From an optimization exercise on the open Yosys and OpenROAD flow, aimed at small area and a short achievable clock period; shortcuts taken in it are not production practice.
Only the layout flow was run in this run; the RTL was not checked for function there.
Power figures rest on the tool's default switching activity, not on a simulated workload.

==> design.v <==
module video_uut (
    input  wire         clk_i       ,
    input  wire         cen_i       ,
    input  wire         rst_i       ,
    input  wire         vid_sel_i   ,
    input  wire [23:0]  vid_rgb_i   ,
    input  wire [1:0]   vh_blank_i  ,
    input  wire [2:0]   dvh_sync_i  ,
    output wire [2:0]   dvh_sync_o  ,
    output wire [23:0]  vid_rgb_o
);
    localparam [1:0] S_IDLE = 2'd0, S_ATTACK = 2'd1, S_HOLD = 2'd2, S_DECAY = 2'd3;
    reg [23:0] vid_rgb_d1;
    reg [2:0]  dvh_sync_d1;
    reg [11:0] x_cnt, y_cnt;
    reg        prev_de, prev_vs;
    reg [1:0]  state;
    reg [7:0]  timer;
    reg [3:0]  amp, tamp;
    reg        spd;            
    reg [15:0] lfsr;
    reg [12:0] phase;          
    reg [4:0]  freq_1, freq_2;
    reg [12:0] acc_1, acc_2;   
    reg [12:0] base_1, base_2; 
    reg [3:0]  bsel;           
    function [12:0] add13(input [12:0] a, input [12:0] b);
        integer i; reg c;
        begin
            c = 1'b0;
            for (i = 0; i < 13; i = i + 1) begin
                add13[i] = a[i] ^ b[i] ^ c;
                c = (a[i] & b[i]) | (c & (a[i] ^ b[i]));
            end
        end
    endfunction
    function [12:0] addf(input [12:0] a, input [4:0] f);
        integer i; reg c;
        begin
            c = 1'b0;
            for (i = 0; i < 5; i = i + 1) begin
                addf[i] = a[i] ^ f[i] ^ c;
                c = (a[i] & f[i]) | (c & (a[i] ^ f[i]));
            end
            for (i = 5; i < 13; i = i + 1) begin
                addf[i] = a[i] ^ c;
                c = a[i] & c;
            end
        end
    endfunction
    wire [6:0]  t_1 = acc_1[11:5] ^ {7{acc_1[12]}};
    wire [6:0]  t_2 = acc_2[11:5] ^ {7{acc_2[12]}};
    wire [7:0]  sum_c = {1'b0, t_1} + {1'b0, t_2};
    wire        sum7 = sum_c[7];
    wire        sum0 = t_1[0] ^ t_2[0];
    reg        a1_en, a2_en, a2, a2_neg;
    reg  [1:0] a1;
    wire [9:0]  t1a = a1_en ? ({3'b0, t_1} << a1) : 10'd0;
    wire [9:0]  t2a = a1_en ? ({3'b0, t_2} << a1) : 10'd0;
    wire [7:0]  t1b = a2_en ? ({1'b0, t_1} << a2) : 8'd0;
    wire [7:0]  t2b = a2_en ? ({1'b0, t_2} << a2) : 8'd0;
    wire        add1 = a2_en & ~a2_neg;
    wire [14:0] kc  = ~{4'b0, 11'd1072 | {8'd0, lfsr[1:0], 1'b0}} + 15'd3 + {13'b0, add1, 1'b0} + {4'b0, amp, 7'b0};
    wire [14:0] o1  = ~{5'b0, t1a};
    wire [14:0] o2  = ~{5'b0, t2a};
    wire [14:0] o3  = a2_en ? (a2_neg ? {7'b0, t1b} : ~{7'b0, t1b}) : 15'd0;
    wire [14:0] o4  = a2_en ? (a2_neg ? {7'b0, t2b} : ~{7'b0, t2b}) : 15'd0;
    wire        fix = sum7 & sum0 & amp[0];
    wire [14:0] ypre = {2'b0, y_cnt, 1'b0} + kc;
    wire [14:0] p_s = o1 ^ o2 ^ o3;
    wire [14:0] p_c = {(o1[13:0] & o2[13:0]) | (o1[13:0] & o3[13:0]) | (o2[13:0] & o3[13:0]), 1'b0};
    wire [14:0] q_s = p_s ^ p_c ^ o4;
    wire [14:0] q_c = {(p_s[13:0] & p_c[13:0]) | (p_s[13:0] & o4[13:0]) | (p_c[13:0] & o4[13:0]), 1'b0};
    wire [14:0] cs_s = q_s ^ q_c ^ ypre;
    wire [14:0] cs_c = {(q_s[13:0] & q_c[13:0]) | (q_s[13:0] & ypre[13:0]) | (q_c[13:0] & ypre[13:0]), fix};
    wire [4:0]  lo  = {1'b0, cs_s[3:0]} + {1'b0, cs_c[3:0]};
    wire [10:0] hx  = cs_s[14:4] ^ cs_c[14:4];
    wire [10:0] ho  = cs_s[14:4] | cs_c[14:4];
    wire        hi_zero = ((hx[0] == lo[4])) & (hx[10:1] == ho[9:0]);
    wire [2:0]  dv = lo[3:1];
    wire draw = hi_zero & (lo[3:0] <= 4'd11) & ((y_cnt[11:3] != 0) | (y_cnt[2:0] >= dv));
    wire t_zero = (timer == 8'd0);
    wire lt = amp < tamp;
    wire gt = tamp < amp;
    wire st_idle = (state == S_IDLE), st_att = (state == S_ATTACK), st_hold = (state == S_HOLD), st_dec = (state == S_DECAY);
    wire hold_run = st_hold & ~t_zero;
    wire amp_low  = (amp[3:1] == 3'd0);                   
    wire glitch_c = hold_run & (lfsr[1:0] == 2'b11);
    wire tamp_inc = hold_run & (lfsr[2:0] == 3'b000) & (tamp < 4'd10);
    wire tamp_dec = hold_run & (lfsr[2:0] == 3'b111) & (tamp > 4'd3);
    wire [3:0] tamp_pick = (lfsr[3:0] < 4'd4) ? 4'd5 : (lfsr[3:0] > 4'd10) ? 4'd10 : lfsr[3:0];
    wire go_c = st_idle & t_zero;
    wire tamp_we = go_c | tamp_inc | tamp_dec;
    wire [3:0] tamp_nxt = go_c ? tamp_pick : tamp + (tamp_inc ? 4'd1 : 4'd15);
    wire amp_up2 = st_att & lt;
    wire amp_we  = amp_up2 | (hold_run & (lt | gt)) | st_dec;
    wire [3:0] amp_step = amp_up2 ? 4'd2 : (st_hold & lt) ? 4'd1 : 4'd15;
    wire [3:0] amp_nxt = (st_dec & amp_low) ? 4'd0 : amp + amp_step;
    wire timer_ld_h = st_att & ~lt;
    wire timer_ld_i = st_dec & amp_low;
    wire timer_we = timer_ld_h | timer_ld_i | ((st_idle | st_hold) & ~t_zero);
    wire [7:0] timer_nxt = timer_ld_h ? {1'b0, lfsr[4:0], 2'b00} : timer_ld_i ? {lfsr[5:0], 2'b00} : timer - 8'd1;
    reg  [1:0] st_nxt;
    always @* begin
        st_nxt = state;
        if (go_c) st_nxt = S_ATTACK;
        if (timer_ld_h) st_nxt = S_HOLD;
        if (st_hold & t_zero) st_nxt = S_DECAY;
        if (timer_ld_i) st_nxt = S_IDLE;
    end
    wire vs_rise  = dvh_sync_i[1] & ~prev_vs;
    wire upd      = vs_rise & spd;
    wire go       = upd & go_c;
    wire glitch   = upd & glitch_c;
    wire [4:0] f1_new = {1'b0, lfsr[3:0]} + 5'd10;
    wire [4:0] f2_new = {1'b0, lfsr[7:4]} + 5'd14;
    wire        stepping = |bsel;
    wire [12:0] b1_sum = (stepping ? {base_1[11:0], 1'b0} : base_1) + (phase & {13{~stepping | (|(bsel & freq_1[3:0]))}});
    wire [12:0] b2_sum = {base_2[11:0], 1'b0} + (phase & {13{|(bsel & freq_2[3:0])}});
    wire [12:0] b1_nxt = go ? (lfsr[12:0] & {13{f1_new[4]}}) :
                         (glitch & (&freq_1)) ? 13'd0 :    
                         (glitch | stepping) ? b1_sum : base_1;
    wire [12:0] b2_nxt = go ? (lfsr[12:0] & {13{f2_new[4]}}) : stepping ? b2_sum : base_2;
    wire x_rst = dvh_sync_i[1] | (~dvh_sync_i[2] & prev_de) | (dvh_sync_i[2] & (&x_cnt));
    wire x_inc = ~dvh_sync_i[1] & dvh_sync_i[2];
    always @(posedge clk_i) begin
        if (rst_i) begin
            state <= S_IDLE; timer <= 0; amp <= 0; tamp <= 0; spd <= 0;
            a1_en <= 0; a1 <= 0; a2_en <= 0; a2 <= 0; a2_neg <= 0;
            lfsr <= 16'hACE1;
            y_cnt <= 0; prev_de <= 0; prev_vs <= 0;
            vid_rgb_d1 <= 0; dvh_sync_d1 <= 0;
        end else if (cen_i) begin
            lfsr <= {lfsr[14:0], lfsr[15] ^ lfsr[13] ^ lfsr[12] ^ lfsr[10]};
            prev_vs <= dvh_sync_i[1];
            if (vs_rise) begin
                spd <= ~spd;
                if (spd) begin
                    state <= st_nxt;
                    if (timer_we) timer <= timer_nxt;
                    if (amp_we) begin
                        amp    <= amp_nxt;
                        a1_en  <= (amp_nxt != 4'd0);
                        a1     <= (amp_nxt >= 4'd7) ? 2'd3 : (amp_nxt >= 4'd4) ? 2'd2 : (amp_nxt >= 4'd2) ? 2'd1 : 2'd0;
                        a2_en  <= ~((amp_nxt == 4'd0) | (amp_nxt == 4'd1) | (amp_nxt == 4'd2) | (amp_nxt == 4'd4) | (amp_nxt == 4'd8));
                        a2     <= (amp_nxt == 4'd6) | (amp_nxt >= 4'd10);
                        a2_neg <= (amp_nxt == 4'd7);
                    end
                    if (tamp_we)  tamp  <= tamp_nxt;
                end
            end
            prev_de <= dvh_sync_i[2];
            if (dvh_sync_i[1]) y_cnt <= 0;
            else if (~dvh_sync_i[2] & prev_de) y_cnt <= y_cnt + 1;
            if (draw) vid_rgb_d1 <= 24'h00FF00;
            else      vid_rgb_d1 <= vid_sel_i ? 24'h0 : vid_rgb_i;
            dvh_sync_d1 <= dvh_sync_i;
        end
    end
    always @(posedge clk_i) begin
        if (cen_i) begin
            base_1 <= b1_nxt;
            base_2 <= b2_nxt;
            if (go) bsel <= 4'b1000;
            else bsel <= {1'b0, bsel[3:1]};
            if (go) begin
                phase  <= lfsr[12:0];
                freq_1 <= f1_new;
                freq_2 <= f2_new;
            end else if (glitch) freq_1 <= freq_1 + 1;
            if (x_rst) begin
                x_cnt <= 0; acc_1 <= b1_nxt; acc_2 <= b2_nxt;
            end else if (x_inc) begin
                x_cnt <= x_cnt + 1; acc_1 <= addf(acc_1, freq_1); acc_2 <= addf(acc_2, freq_2);
            end
        end
    end
    assign dvh_sync_o = dvh_sync_d1;
    assign vid_rgb_o  = vid_rgb_d1;
endmodule
==> flow/run.sh <==
#!/bin/bash
# Standard ORFS layout, with timing repair aiming at extra setup slack so that
# the achieved period (not only the 14 ns clock) is optimised.
set -euo pipefail
bash standard.sh finish SETUP_SLACK_MARGIN=9.5 > flow_make.log 2>&1
==> standard.sh <==
#!/bin/bash
# synth_recipe.tcl (not shown) runs the flow's synth.tcl, then flattens the netlist and writes it again
# the make line also repeats each setting of config.mk as NAME=value (left out here)
make -C /OpenROAD-flow-scripts/flow DESIGN_CONFIG=/design/flow/config.mk WORK_HOME=/design/flow/orfs CLKGATE_MAP_FILE= SYNTH_SCRIPT=/design/flow/synth_recipe.tcl "${@:-finish}"
==> config.mk <==
export PLATFORM = sky130hd
export DESIGN_NAME = video_uut
export DESIGN_NICKNAME = video_uut
export VERILOG_FILES = /design/flow/design.v
export SDC_FILE = /design/flow/constraint.sdc
export NUM_CORES = 4
export LEC_CHECK = 0
export CAP_MARGIN = 20
export CORE_MARGIN = 2
export CORE_UTILIZATION = 40
export SLEW_MARGIN = 20
==> constraint.sdc <==
create_clock -name core_clock -period 14.0 [get_ports {clk_i}]
set_input_delay 2.8000 -clock core_clock [delete_from_list [all_inputs] [get_ports {clk_i}]]
set_output_delay 2.8000 -clock core_clock [all_outputs]
set_load 0.01 [all_outputs]
==> summary.txt <==
CTS
  – TritonCTS Buffers: 17
  – TritonCTS clock tree: built
  – Total of hold buffers inserted after clock tree synthesis: 0
  – Clock input transition at the sequential cells of the worst setup and hold paths: 0.08 ns
  – Root cell of the clock tree: sky130_fd_sc_hd__clkbuf_16
  – Max clock buf depth: 2
  – Clock network latency to the later pin of the worst-skew pair: 0.45 ns
  – Num Clock Sinks: between 150 and 200
  – H-tree depth reported by CTS: 4

Route
  – Final routed DRC violation total: 0
  – Detailed-router iteration count before antenna repair: 7
  – Wire length reported by the detailed router: 31,400 um
  – Via count: 9,990
  – Number of design-rule violations left by the first detailed-router iteration: ~690
  – Post-detailed-route wirelength per cell: around 17 um
  – Number of nets with antenna violations after detailed routing: 0
  – Detailed-route vias per instance: between 5 and 6

STA
  – Total negative slack for setup checks: 0 ns
  – Endpoints failing setup: 0
  – Final number of hold-violating endpoints: 0
  – Max-slew headroom at the worst pin: 0.308
  – Final max-slew violation count: 0
  – Fraction of the cycle the final worst path needs: 0.384
  – Least-Margin Pin Slew: 1.04 ns
  – Fin Clk Skew: 0.0193 ns
  – Setup repair after global routing missed its margin: true
  – Max Clk Rate: approximately 190 MHz
  – Final critical delay including setup and external delays: between 5 and 6 ns
  – Slack of the critical path: between 8 and 9 ns

Yosys
  – Primary FF master, synth: sky130_fd_sc_hd__edfxtp_1
  – Post-Syn Nets: about 1,500
  – Synth async-reset ratio: 0
  – Ranking of synthesized cells by area: sky130_fd_sc_hd__edfxtp_1 (22%), sky130_fd_sc_hd__dfxtp_1 (13%), sky130_fd_sc_hd__ha_1 (10%)
  – Most common library cells after synthesis: sky130_fd_sc_hd__nand2_1 (131), sky130_fd_sc_hd__nor2_1 (129), sky130_fd_sc_hd__a21oi_1 (102), sky130_fd_sc_hd__ha_1 (102), sky130_fd_sc_hd__edfxtp_1 (90)
  – Count of different cell masters after synthesis: 72
  – Gate count after technology mapping: about 1,400
  – Area share of the largest cell type after synthesis: 0.216
  – Flip-flop and latch count after synthesis: 170
  – Cell with the most instances after synthesis: sky130_fd_sc_hd__nand2_1
  – Number of enable flip-flop cells after synthesis: 90
  – Avg Synthesized Cell Area: 9.21 um^2
  – YS warnings: 1
  – Biggest area consumer among synthesized cells: sky130_fd_sc_hd__edfxtp_1
  – Share of synthesized area occupied by flip-flops and latches: 0.344
  – Netlist area before placement: between 0.01 and 0.015 mm^2

Setup path
  – Setup Crit Path Kind: flip-flop to flip-flop
  – Data required time of the worst path: 14.34 ns
  – Worst setup SP type: flip-flop
  – Capturing element type of the critical path: flip-flop
  – Arr. time, crit path: 5.72 ns
  – Crit-path max FO: 7

Power
  – Power density over the cells: between 100 and 150 mW/mm^2
  – Leakage power: a little under 6 nW
  – Part of the total power dissipated in sequential elements: 0.402
  – Combinational cell fraction of total power: 0.295
  – VDD IR max: 0.0934 mV
  – Internal Dissipation: 1.04 mW
  – Sw Ratio: 0.331
  – Portion of total power attributed to the clock network: 0.302
  – Switching pwr: ~0.5 mW

Die
  – Die width: between 150 and 200 um
  – Starting utilization of the core area: 0.407
  – Die area: about 0.033 mm^2
  – Rows: 64
  – I/O pin count: 60
  – Die height: about 180 um
  – Core region area: 0.0307 mm^2

GRT
  – First-pass GRT wire length: between 50,000 and 60,000 um
  – Global-route usage over all layers: 0.194
  – Via count of the first global-routing pass: 9,730
  – GRT Residual Overflow: 0
  – Number of antenna violations at the first check in global routing: 0
  – Largest net degree at the start of global routing: 54

Placed design
  – Pre-CTS setup slack: 8.04 ns
  – Post-place instance area: 0.0136 mm^2
  – Detailed placement HPWL: approximately 23,000 um
  – Final weighted congestion of routability-driven global placement: 0.816
  – Total of buffers placed on input and output ports: 57
  – Cell total after placement: 1,768

Worst hold path
  – Class of the most critical hold timing path: flip-flop to flip-flop

Finish
  – Layout net count: 1,604
  – Fraction of the core area covered by cells at the end of the flow: 0.484
  – Final std cells w/o fill: around 1,800
  – Share of final-layout standard cells stronger than drive strength 1: 0.121
  – Area Growth Syn to Fin: 18.9%
  – Post-route cell area: about 0.015 mm^2
  – Ant diodes: 0

Run status
  – Result of the run: timing/DRC/antenna clean

Flow run
  – Max-cap viol count: 0
power groups by stage:
stage	logic, mW	registers [mW]	clock network [mW]
2_1_floorplan	0.309	0.621	0
3_3_place_gp	0.389	0.639	0
3_5_place_dp	0.396	0.640	0
4_1_cts	0.447	0.627	0.482
5_1_grt	0.510	0.633	0.503
6_report	0.460	0.627	0.471
area by class of cell:
cell class,count,area [um^2]
well taps,396,495
repair buffers,107,1040
clock inverters,15,154
clock buffers,17,425
fillers,2877,15900
flip-flops and latches,170,4310
multi-input cells,1043,8130
inverters,89,338
worst max-delay path: stages (launching register included):
cell and delay, ns:
sky130_fd_sc_hd__edfxtp_1 0.44, sky130_fd_sc_hd__buf_6 0.17, sky130_fd_sc_hd__xnor2_4 0.18, sky130_fd_sc_hd__inv_2 0.07
sky130_fd_sc_hd__mux2i_2 0.17, sky130_fd_sc_hd__o22ai_1 0.11, sky130_fd_sc_hd__and2_1 0.20, sky130_fd_sc_hd__fa_1 0.45
sky130_fd_sc_hd__fa_1 0.49, sky130_fd_sc_hd__inv_1 0.05, sky130_fd_sc_hd__fa_1 0.48, sky130_fd_sc_hd__ha_4 0.28
sky130_fd_sc_hd__buf_4 0.14, sky130_fd_sc_hd__xnor2_2 0.14, sky130_fd_sc_hd__ha_1 0.28, sky130_fd_sc_hd__a21o_1 0.11
sky130_fd_sc_hd__a21oi_1 0.07, sky130_fd_sc_hd__or4_4 0.49, sky130_fd_sc_hd__a2111oi_4 0.22, sky130_fd_sc_hd__buf_6 0.17
sky130_fd_sc_hd__nor4b_4 0.05, sky130_fd_sc_hd__buf_12 0.18, sky130_fd_sc_hd__buf_8 0.13, sky130_fd_sc_hd__a22o_1 0.19
metrics by stage:
stage               total power, mW  hold slack [ns]
global placement               1.03            0.458
CTS                            1.56            0.486
finish                         1.56            0.479
global route                   1.65            0.498
detailed placement             1.04            0.463
floorplan                     0.930            0.445
logic make-up after synthesis:
family / count (synthesis) / share of synthesized area
AO/OA/AOI/OAI: 290 / 0.150
XOR/XNOR: 108 / 0.0770
adder cells (fa/ha/maj): 143 / 0.167
buffers and inverters: 148 / 0.0461
flip-flops: 170 / 0.344
multiplexers: 55 / 0.0457
AND/OR/NAND/NOR: 447 / 0.170
cell usage in the layout (no fill, tap or decap), types with 18 or more instances in the layout:
master / Yosys / routed
sky130_fd_sc_hd__a22o_1: 22 / 22
sky130_fd_sc_hd__buf_4: 2 / 37
sky130_fd_sc_hd__xor2_1: 46 / 37
sky130_fd_sc_hd__xnor2_1: 61 / 54
sky130_fd_sc_hd__nor2b_1: 18 / 18
sky130_fd_sc_hd__inv_1: 88 / 85
sky130_fd_sc_hd__clkdlybuf4s50_1: 0 / 53
sky130_fd_sc_hd__fa_1: 41 / 39
sky130_fd_sc_hd__edfxtp_1: 90 / 90
sky130_fd_sc_hd__nand3_1: 36 / 36
sky130_fd_sc_hd__o21ai_0: 50 / 49
sky130_fd_sc_hd__nand2_1: 131 / 130
sky130_fd_sc_hd__ha_1: 102 / 97
sky130_fd_sc_hd__nand2b_1: 20 / 19
sky130_fd_sc_hd__mux2i_1: 37 / 33
sky130_fd_sc_hd__and2_1: 34 / 31
sky130_fd_sc_hd__nor2_1: 129 / 129
sky130_fd_sc_hd__dfxtp_1: 80 / 75
sky130_fd_sc_hd__a21oi_1: 102 / 97
what timing repair did:
action | in CTS | in global routing
pin swaps | 14 | 8
gates resized for setup | 54 | 25
cloned | 1 | 0
endpoints found under the setup margin | 172 | 87
setup buffers | 25 | 11
state kept, by name (all words and copies together), names as in the netlist, 5 cells and up:
register / flops
vid_rgb_d1: 24
freq_2: 5
acc_2: 13
acc_1: 13
lfsr: 16
base_2: 13
base_1: 13
x_cnt: 12
freq_1: 5
timer: 8
phase: 12
y_cnt: 12
path summary, 6_finish.rpt:
| path | cells past startpoint | endpoint | start | slack (ns) |
|---|---|---|---|---|
| min reg2reg | 2 | lfsr[15]$_SDFFE_PP1P_ | lfsr[14]$_SDFFE_PP0P_ | 0.48 |
| max | 23 | vid_rgb_d1[3]$_SDFFE_PP0P_ | acc_2[12]$_DFFE_PP_ | 8.62 |
| min | 2 | lfsr[15]$_SDFFE_PP1P_ | lfsr[14]$_SDFFE_PP0P_ | 0.48 |
| max reg2reg | 23 | vid_rgb_d1[3]$_SDFFE_PP0P_ | acc_2[12]$_DFFE_PP_ | 8.62 |
layer usage:
layer | wire [um] | global-route usage | share of wire | vias to the layer above
li1 | - | - | - | 4916
met1 | 14600 | 0.260 | 0.47 | 4794
met2 | 14600 | 0.323 | 0.47 | 244
met3 | 1680 | 0.0369 | 0.054 | 36
met4 | 481 | 0.0478 | 0.015 | 0
met5 | 0 | 0 | 0 | -

==> separate check: timing with driven ports <==
Ports are ideal in the flow. The routed layout listed here was re-timed in OpenROAD.
Step 1 (the two cells are an assumption about what drives the block):
set clk [get_ports {clk_i}]
set_driving_cell -lib_cell sky130_fd_sc_hd__clkbuf_16 $clk
set_driving_cell -lib_cell sky130_fd_sc_hd__buf_2 [delete_from_list [all_inputs] $clk]
Step 2 moves the port delays by t, midway between the first and last clock arrival at a register: inputs arrive t later, outputs are due t later. That takes back most of the time a late clock gives input paths.
Three values: no drivers, after step 1, after step 2; two values: the first two.
t, ns: 0.482
setup slack, ns: 8.620 / 8.620 / 8.620
worst hold slack (ns): 0.479 / 0.479 / 0.479
clock arrival spread, ns: 0.019 / 0.019
worst data-port slew with drivers (ns): 0.05
After both steps this run still meets setup and hold. The setup slack of this run moves by 0.000 ns with the drivers and by 0.000 ns with both steps.
